Context: an optimization exercise on an open-source flow, tuned for small area and a short achievable clock period. The choices shown serve that exercise and are no tape-out recipe. At most, simulation tests tie the RTL to the original design; equivalence was not proved. No activity file was given, so power comes from the tool's default toggle rates.

Setup of main:
// uart_core
module uart_core (
   uart_tx, uart_if, rx_rts, prdata,
   uart_rx, uart_cts, pwrite, pwdata, psel, prst_n, penable, pclk,
   paddr
   );
  output        uart_tx;
  output        uart_if;
  output        rx_rts;
  output [31:0] prdata;
  input         uart_rx;
  input         uart_cts;
  input         pwrite;
  input  [31:0] pwdata;
  input         psel;
  input         prst_n;
  input         penable;
  input         pclk;
  input  [31:0] paddr;
  wire setup = psel & ~penable;
  reg  con_we, se_we, br_we, dt_we, ie_we, rxff_rd;
  always @(posedge pclk or negedge prst_n)
    if (!prst_n) begin
      con_we  <= 1'b0;
      se_we   <= 1'b0;
      br_we   <= 1'b0;
      dt_we   <= 1'b0;
      ie_we   <= 1'b0;
      rxff_rd <= 1'b0;
    end else begin
      con_we  <= setup &  pwrite & (paddr[6:0] == 7'h00);
      se_we   <= setup &  pwrite & (paddr[6:0] == 7'h04);
      br_we   <= setup &  pwrite & (paddr[6:0] == 7'h08);
      dt_we   <= setup &  pwrite & (paddr[6:0] == 7'h0C);
      ie_we   <= setup &  pwrite & (paddr[6:0] == 7'h10);
      rxff_rd <= setup & ~pwrite & (paddr[4:0] == 5'h0C);
    end
  wire ctx = con_we & pwdata[5];
  wire crx = con_we & pwdata[6];
  reg [6:0] con;
  reg [2:0] se;
  reg [7:0] brg;
  reg [4:0] ie;
  wire en   = se[0];
  wire d9   = se[1];
  wire bsel = se[2];
  wire af   = con[0] & en;
  always @(posedge pclk or negedge prst_n)
    if (!prst_n) begin
      con <= 7'd0;
      se  <= 3'd0;
      brg <= 8'd0;
      ie  <= 5'd0;
    end else begin
      if (con_we)      con <= pwdata[6:0];
      if (se_we)       se  <= pwdata[2:0];
      if (br_we & ~en) brg <= pwdata[7:0];
      if (ie_we)       ie  <= pwdata[4:0];
    end
  reg [7:0] rxc, txc;
  reg       rx_tick, tx_tick;
  wire [7:0] rxc_n   = (~en | rx_tick) ? 8'd0 : rxc + 8'd1;
  wire [7:0] txc_n   = (~en | tx_tick) ? 8'd0 : (rx_tick ? txc + 8'd1 : txc);
  ...
Size in the first run: ~1500 cells after synthesis, ~420 flip-flops, ~110 I/O pins.
export LEC_CHECK = 0
export CAP_MARGIN = 20
export CORE_MARGIN = 2
export CORE_UTILIZATION = 60
export SETUP_SLACK_MARGIN = 2.8
export SLEW_MARGIN = 20
create_clock -name core_clock -period 5.0 [get_ports {pclk}]
run.sh (not shown) runs the stock make flow with config.mk's settings and CLKGATE_MAP_FILE= SYNTH_SCRIPT=/design/flow/synth_recipe.tcl, a recipe that flattens the netlist after the stock synthesis.
main ended with every stage complete and zero timing, DRC or antenna violations.
--- input diff main..the feature branch ---
--- a/flow/config.mk
+++ b/flow/config.mk
@@ -10,3 +10,3 @@
 export CORE_UTILIZATION = 60
-export SETUP_SLACK_MARGIN = 2.8
+export SETUP_SLACK_MARGIN = 3.0
 export SLEW_MARGIN = 20
--- outcome ---
Delta(count of clock-buffer cells in the layout, the feature branch - main) > 0
Against main, multi-input logic cell count in the feature branch rose by a few percent.
Sort the feature branch and main by top achievable clock speed asc -> top: the feature branch
When the feature branch is measured against main, its portion of the layout cell area used by clock cells turns out 0.92 points lower.
The feature branch vs. main: combined global-route utilization of all metal layers went up by 1.2 points.
Power per standard cell area: the feature branch vs main down about 10%
Changes observed in the feature branch relative to main: slack of the critical path lost 51 ps, final critical-path share of the clock period increased 1.0 points, total buffers and inverters traversed by the critical path went down 1.
Multi-input gate share of total cell area, the feature branch and main, lower one = main.
Cell area | the feature branch vs main | the feature branch larger
No functional check of the RTL was part of any run of this note.


juniper:
Another version of the RTL of uart_core (not shown whole).
For scale: about 430 flip-flops.
==> flow/config.mk <==
export PLATFORM = sky130hd
export DESIGN_NAME = uart_core
export DESIGN_NICKNAME = uart_core
export VERILOG_FILES = /design/flow/design.v
export SDC_FILE = /design/flow/constraint.sdc
export NUM_CORES = 4
export LEC_CHECK = 0
export CAP_MARGIN = 20
export CORE_MARGIN = 2
export CORE_UTILIZATION = 60
export CTS_BUF_LIST = sky130_fd_sc_hd__clkbuf_16
export CTS_CLUSTER_DIAMETER = 70
export CTS_CLUSTER_SIZE = 25
export SETUP_SLACK_MARGIN = 2.9
export SLEW_MARGIN = 20
==> flow/constraint.sdc <==
create_clock -name core_clock -period 5.0 [get_ports {pclk}]
set_input_delay 1.0000 -clock core_clock [delete_from_list [all_inputs] [get_ports {pclk}]]
set_output_delay 1.0000 -clock core_clock [all_outputs]
set_load 0.01 [all_outputs]
standard.sh (not shown) runs the stock make flow with config.mk's settings and CLKGATE_MAP_FILE= SYNTH_SCRIPT=/design/flow/synth_recipe.tcl, a recipe that flattens the netlist after the stock synthesis.
==> flow/flow/run.sh <==
#!/bin/bash
# Standard layout, with the clock tree built without dummy load cells.
# Everything else is the standard flow (standard.sh).
set -o pipefail
cp standard.sh std_copy.sh.txt 2>/dev/null
export CTS_ARGS="-sink_clustering_enable -repair_clock_nets -sink_clustering_size 28 -sink_clustering_max_diameter 70 -buf_list sky130_fd_sc_hd__clkbuf_16 -dont_use_dummy_load"
bash standard.sh finish > standard.log 2>&1
Every stage of the flow completed for juniper, and the final layout passed the timing, design-rule and antenna checks.
The following lists how tundra was set up differently from juniper:
- clearing CTS_BUF_LIST, which used to be sky130_fd_sc_hd__clkbuf_16
- swapping 70 for 50 in CTS_CLUSTER_DIAMETER
- swapping 25 for 20 in CTS_CLUSTER_SIZE
==> flow/run.sh (new file) <==
#!/bin/bash
# synth_recipe.tcl (not shown) runs the flow's synth.tcl, then flattens the netlist and writes it again
# the make line also repeats each setting of config.mk as NAME=value (left out here)
make -C /OpenROAD-flow-scripts/flow DESIGN_CONFIG=/design/flow/config.mk WORK_HOME=/design/flow/orfs CLKGATE_MAP_FILE= SYNTH_SCRIPT=/design/flow/synth_recipe.tcl finish
removed: flow/flow/run.sh
removed: flow/standard.sh
Findings:
- Relative to juniper, combinational power increased by 4.5% in tundra.
- Amount of wire on met3 after detailed routing: tundra vs juniper up about 7.5%
- Routed wire length on met2 (higher): tundra
- Final cell count (lower): juniper
- Routed wire in tundra totals more than in juniper.
- Compared with juniper, tundra shows a lower combinational share of power.
- tundra gives less post-route minimum period than juniper did.
- Compared with juniper, tundra shows a fraction of final layout cells sized beyond drive strength 1 that is 3.1 points higher.
- Looking at slowest cell on the critical path, the sky130_fd_sc_hd__dfrtp_2 result is from juniper; the sky130_fd_sc_hd__buf_2 one comes from tundra.
- Higher number of buffers and inverters on the critical path among tundra and juniper: tundra
- Total power: tundra above juniper
- There was hardly any difference in area used by sequential logic in the layout between juniper and tundra.
#### Input delta (zinc over tundra)
- a change of CTS_CLUSTER_DIAMETER from 50 to 70
- a change of SETUP_SLACK_MARGIN from 2.9 to 2.8
- a change of CTS_CLUSTER_SIZE from 20 to 25
- an added CTS_BUF_LIST of sky130_fd_sc_hd__clkbuf_16
Findings:
zinc: no failed stages, no open violations at the end. Compared with tundra, zinc shows a lower post-layout instance area. Looking only at worst clock skew, and setting everything else aside, the lower value of zinc and tundra goes to zinc. Changes observed in zinc relative to tundra: highest fanout seen on the critical path now sits lower; cell total after placement did not really move; share of cell area taken by multi-input logic gates shows an increase of 0.43 points; time the worst path needs with I/O delays and setup increased by 0.083 ns relative to the old numbers.
Changes in garnet relative to zinc:
- a change of SETUP_SLACK_MARGIN from 2.8 to 2.9
==> flow/flow/run.sh (new file) <==
#!/bin/bash
# Standard layout, with the clock tree built without dummy load cells.
# Everything else is the standard flow (standard.sh).
set -o pipefail
cp standard.sh std_copy.sh.txt 2>/dev/null
export CTS_ARGS="-sink_clustering_enable -repair_clock_nets -sink_clustering_size 20 -sink_clustering_max_diameter 60 -buf_list sky130_fd_sc_hd__clkbuf_16 -dont_use_dummy_load"
bash standard.sh finish > standard.log 2>&1
==> flow/standard.sh (new file) <==
#!/bin/bash
# synth_recipe.tcl (not shown) runs the flow's synth.tcl, then flattens the netlist and writes it again
# the make line also repeats each setting of config.mk as NAME=value (left out here)
make -C /OpenROAD-flow-scripts/flow DESIGN_CONFIG=/design/flow/config.mk WORK_HOME=/design/flow/orfs CLKGATE_MAP_FILE= SYNTH_SCRIPT=/design/flow/synth_recipe.tcl "${@:-finish}"
removed: flow/run.sh
Reported for zinc and garnet, synthesized instance count turned out identical to the last digit.
garnet vs zinc, quantity of gates resized following cts went up by 67.
Comparing zinc and garnet, the higher number of buffers added for setup after CTS was measured on garnet.
| critical path depth | lower: zinc |
Of the two values seen for end point of the critical path, prdata[0] was produced by zinc and if_q by garnet.
STATUS summed area of non-filler cells in the final layout: garnet loses against zinc
The sum of internal, switching and leakage power reported for garnet is smaller than that of zinc by about 0.45%.
Side by side, later-pin clock latency in the skew report turned out higher in garnet than in zinc.
Delta (garnet minus zinc): via count saw an increase; clock power share saw a decrease; proportion of cell area occupied by multi-input gates saw an increase; share of cells above drive strength 1 saw an increase.
For cedar, these inputs were changed with respect to garnet:
- changing SETUP_SLACK_MARGIN from 2.9 to 3.0
-- flow/flow/run.sh --
<<< garnet, line 6
export CTS_ARGS="-sink_clustering_enable -repair_clock_nets -sink_clustering_size 20 -sink_clustering_max_diameter 60 -buf_list sky130_fd_sc_hd__clkbuf_16 -dont_use_dummy_load"
>>> cedar, line 6
export CTS_ARGS="-sink_clustering_enable -repair_clock_nets -sink_clustering_size 25 -sink_clustering_max_diameter 70 -buf_list sky130_fd_sc_hd__clkbuf_16 -dont_use_dummy_load"
Results
All of cedar and garnet finish clean. Looking at setup slack across both flows, cedar is the weaker of the two, with garnet ahead. Comparing cedar and garnet, combined global-route utilization of all metal layers is higher on cedar. As far as number of max-capacitance violations reported goes, garnet and cedar are indistinguishable; the numbers are identical. Taking garnet as the reference, in cedar proportion of layout cells with a drive suffix above 1 increased 1.1 points; antenna violation net count after detailed routing neither gained nor lost much. Between garnet and cedar, the cell area figures differ only marginally. Of cedar and garnet, the lower internal cell power belongs to cedar. garnet reports its launching instance or port of the critical path as tx_complete while cedar reports if_q.

static timing again, ports no longer ideal:
Ports are ideal in the flow. The routed layouts listed here were re-timed in OpenROAD. Step 1 assumes that a clkbuf_16 drives the clock port and a buf_2 every other input. Step 2, shift: input delay + t, output delay - t, t = (earliest + latest rising clock arrival at the registers) / 2. This alone moves slack from input paths to output paths. Three values: ideal ports, drivers, drivers and shift; two values: the first two.
run | t, ns | setup slack, ns | clock arrival spread, ns | slew at the worst register clock pin (ns) | pins driven straight from the clock port
main | 0.587 | 2.470 / 2.470 / 2.236 | 0.020 / 0.020 | 0.06 / 0.06 | 1
the feature branch | 0.592 | 2.419 / 2.419 / 2.389 | 0.019 / 0.018 | 0.07 / 0.07 | 1
juniper | 0.591 | 2.872 / 2.857 / 2.321 | 0.046 / 0.046 | 0.10 / 0.10 | 1
tundra | 0.580 | 2.909 / 2.868 / 2.353 | 0.030 / 0.030 | 0.08 / 0.08 | 1
zinc | 0.593 | 2.826 / 2.775 / 2.271 | 0.017 / 0.017 | 0.10 / 0.10 | 1
garnet | 0.607 | 2.881 / 2.839 / 2.359 | 0.037 / 0.038 | 0.08 / 0.08 | 1
cedar | 0.606 | 2.872 / 2.820 / 2.339 | 0.059 / 0.060 | 0.10 / 0.10 | 1
After both steps setup and hold are still met in every run listed. For tundra, which loses most, drivers alone change the setup slack by -0.041 ns; drivers and shift together by -0.556 ns.
